Source: an optimization exercise on an open RTL-to-GDS flow (aim: small area, a short achievable clock period and few clock cycles). Production flows keep margins and buffers that such runs may drop. The RTL was checked by simulation tests, not by an equivalence proof against the original design. Power figures rest on the tool's default switching activity, not on a simulated workload.

== lane 1 ==
// multipler_top
module multipler_top #(
    parameter integer DATA_LENGTH       = 64,
    parameter integer BLOCK_LENGTH      = 16,
    parameter integer LENGTH            = 16
) (
    input  logic                        clk_i,
    input  logic                        rst_ni,
    input  logic                        start_i,
    output logic                        busy_o,
    output logic                        finish_o,
    input  logic [DATA_LENGTH-1:0]      indata_a_i,
    input  logic [DATA_LENGTH-1:0]      indata_b_i,
    output logic [DATA_LENGTH*2-1:0]    outdata_r_o
);
localparam integer K  = 6;
localparam integer R  = 3;
localparam integer N  = 11;
localparam integer NK = 66;
localparam integer M  = 67;
localparam integer W  = 73;
logic st_run, st_cpa, st_fin;
logic busy_q;
logic [3:0] cnt_q;
logic st_idle;   
logic first;     
logic [63:0]   a_q;       
logic [NK-1:0] b_q;       
logic [M-1:0]  s_q;       
logic [M-1:0]  c_q;       
logic [K-1:0]  ls_q;      
logic [K-1:0]  lc_q;      
logic          cy_q;      
logic [R-1:0]  one_q;     
logic [R-1:0]  two_q;     
  ...
export LEC_CHECK = 0
export CAP_MARGIN = 20
export CORE_MARGIN = 2
export CORE_UTILIZATION = 45
export CTS_CLUSTER_DIAMETER = 100
export CTS_CLUSTER_SIZE = 30
export SLEW_MARGIN = 20
create_clock -name core_clock -period 10.0 [get_ports {clk_i}]
standard.sh (not shown) runs the stock make flow with config.mk's settings and CLKGATE_MAP_FILE= SYNTH_SCRIPT=/design/flow/synth_recipe.tcl, a recipe that flattens the netlist after the stock synthesis.
==> flow/flow/run.sh <==
#!/bin/bash
set -euo pipefail
{
  echo "include $(pwd)/config.mk"
  cat flow/extra.mk
} > extra_config.mk
sed "s#DESIGN_CONFIG=[^ ]*#DESIGN_CONFIG=$(pwd)/extra_config.mk#" standard.sh > standard_extra.sh
bash standard_extra.sh > standard.log 2>&1
==> flow/flow/extra.mk <==
export SETUP_SLACK_MARGIN = 6.75
export BUFFER_PORTS_ARGS = -buffer_cell sky130_fd_sc_hd__buf_1
Lane 1 finished all stages; the layout is clean.
Testbench counts of lane 1, summed over its fixed seeds: cycles 33,600.
Input-level comparison between lane 2 and lane 1:
==> flow/flow/extra.mk <==
export SETUP_SLACK_MARGIN = 6.5
export BUFFER_PORTS_ARGS = -buffer_cell sky130_fd_sc_hd__buf_1
==> comparison <==
Lane 2 ended up with a lower highest ir drop seen on vdd than lane 1 did.
Summary of the comparison: setup slack is lower in lane 2, relative to lane 1.
Lane 2 ended up with fewer standard cells than lane 1.
The fraction of the cycle the final worst path needs in lane 2 sits 0.58 points above the value recorded for lane 1.
Measured against each other, lane 2 and lane 1 differ in number of post-CTS setup repair buffers, the higher figure coming from lane 1.
The area of all placed cells without fillers reported for lane 2 is smaller than that of lane 1 by 9.0%.
Lane 2: no failed stages, no open violations at the end
Diff lane 1..lane 2 | worst hold margin | negligible
Maximum number of pins on one net before global-route repair, lane 2 and lane 1: larger value in lane 2
> inputs changed (lane 2 -> lane 3)
Settings: a change of CTS_CLUSTER_SIZE from 30 to 24; a change of CTS_CLUSTER_DIAMETER from 100 to 80.
Findings:
Per the comparison of lane 3 with lane 2, number of vias per cell after detailed routing flat, combinational share of power down 2.0 points, overall power up 0.25 mW.
#### Input delta (lane 4 over lane 3)
Settings: CTS_BUF_LIST newly set to sky130_fd_sc_hd__clkbuf_8; CTS_CLUSTER_DIAMETER changed from 80 to 60; CTS_CLUSTER_SIZE changed from 24 to 20.
[summary]
- As far as instance area at placement goes, lane 4 and lane 3 are indistinguishable; the numbers are identical.
- Worst hold margin in lane 4 is 0.020 ns higher than in lane 3
- Lane 4 against lane 3: number of global-route vias before repair closely matched the old numbers; total power decreased by about 0.5% relative to the old numbers; required time of the critical path increased by 0.09 ns relative to the old numbers; final instance area decreased by about 0.4% relative to the old numbers; net switching power figure increased by about 0.46% relative to the old numbers.
- The clock period minus final worst setup slack of lane 4 was inferior to that of lane 3.
The inputs of lane 5 differ from those of lane 4 as listed below.
Settings: changing CTS_CLUSTER_SIZE from 20 to 30; setting PLACE_DENSITY to 0.65 for the first time; removing CTS_BUF_LIST (formerly sky130_fd_sc_hd__clkbuf_8); changing CTS_CLUSTER_DIAMETER from 60 to 100; changing CORE_UTILIZATION from 45 to 55.
--- outcome ---
Lane 5 vs lane 4: detail-routed via count per cell up in lane 5. A cell with the largest stage delay on the worst path of dfxtp_2 is what lane 5 shows, while a221o_1 belongs to lane 4. Core occupancy in the finished layout: lane 5 vs lane 4 up 11 points. Total length of routed met2 wires is higher on lane 5. Relative to lane 4, worst setup slack decreased by 0.028 ns in lane 5. Lane 5 vs lane 4: number of clock buffer instances in the layout down by more than a quarter. Non-clock buffer count (lane 5 over lane 4): increase, 15. Compared with lane 4, lane 5 improves total power.

-- what the ideal ports hide --
No port has a modelled driver above. Below, the same layouts with a new extraction and two added sets of constraints.
Step 1: set_driving_cell puts a clkbuf_16 on clk_i and a buf_2 on each other input, an assumption about the parent block.
Step 2 moves the port delays by t, midway between the first and last clock arrival at a register: inputs arrive t later, outputs are due t later. That takes back most of the time a late clock gives input paths.
Slacks: no drivers / after step 1 / after step 2; pairs: no drivers / after step 1.
| run | t, ns | setup slack, ns | worst data-port slew with drivers (ns) |
|---|---|---|---|
| lane 1 | 0.603 | 6.663 / 6.663 / 6.663 | 0.11 |
| lane 2 | 0.599 | 6.605 / 6.605 / 6.605 | 0.09 |
| lane 3 | 0.629 | 6.554 / 6.554 / 6.554 | 0.08 |
| lane 4 | 0.709 | 6.547 / 6.539 / 6.547 | 0.08 |
| lane 5 | 0.589 | 6.519 / 6.519 / 6.519 | 0.10 |
After both steps every run listed still meets setup and hold.
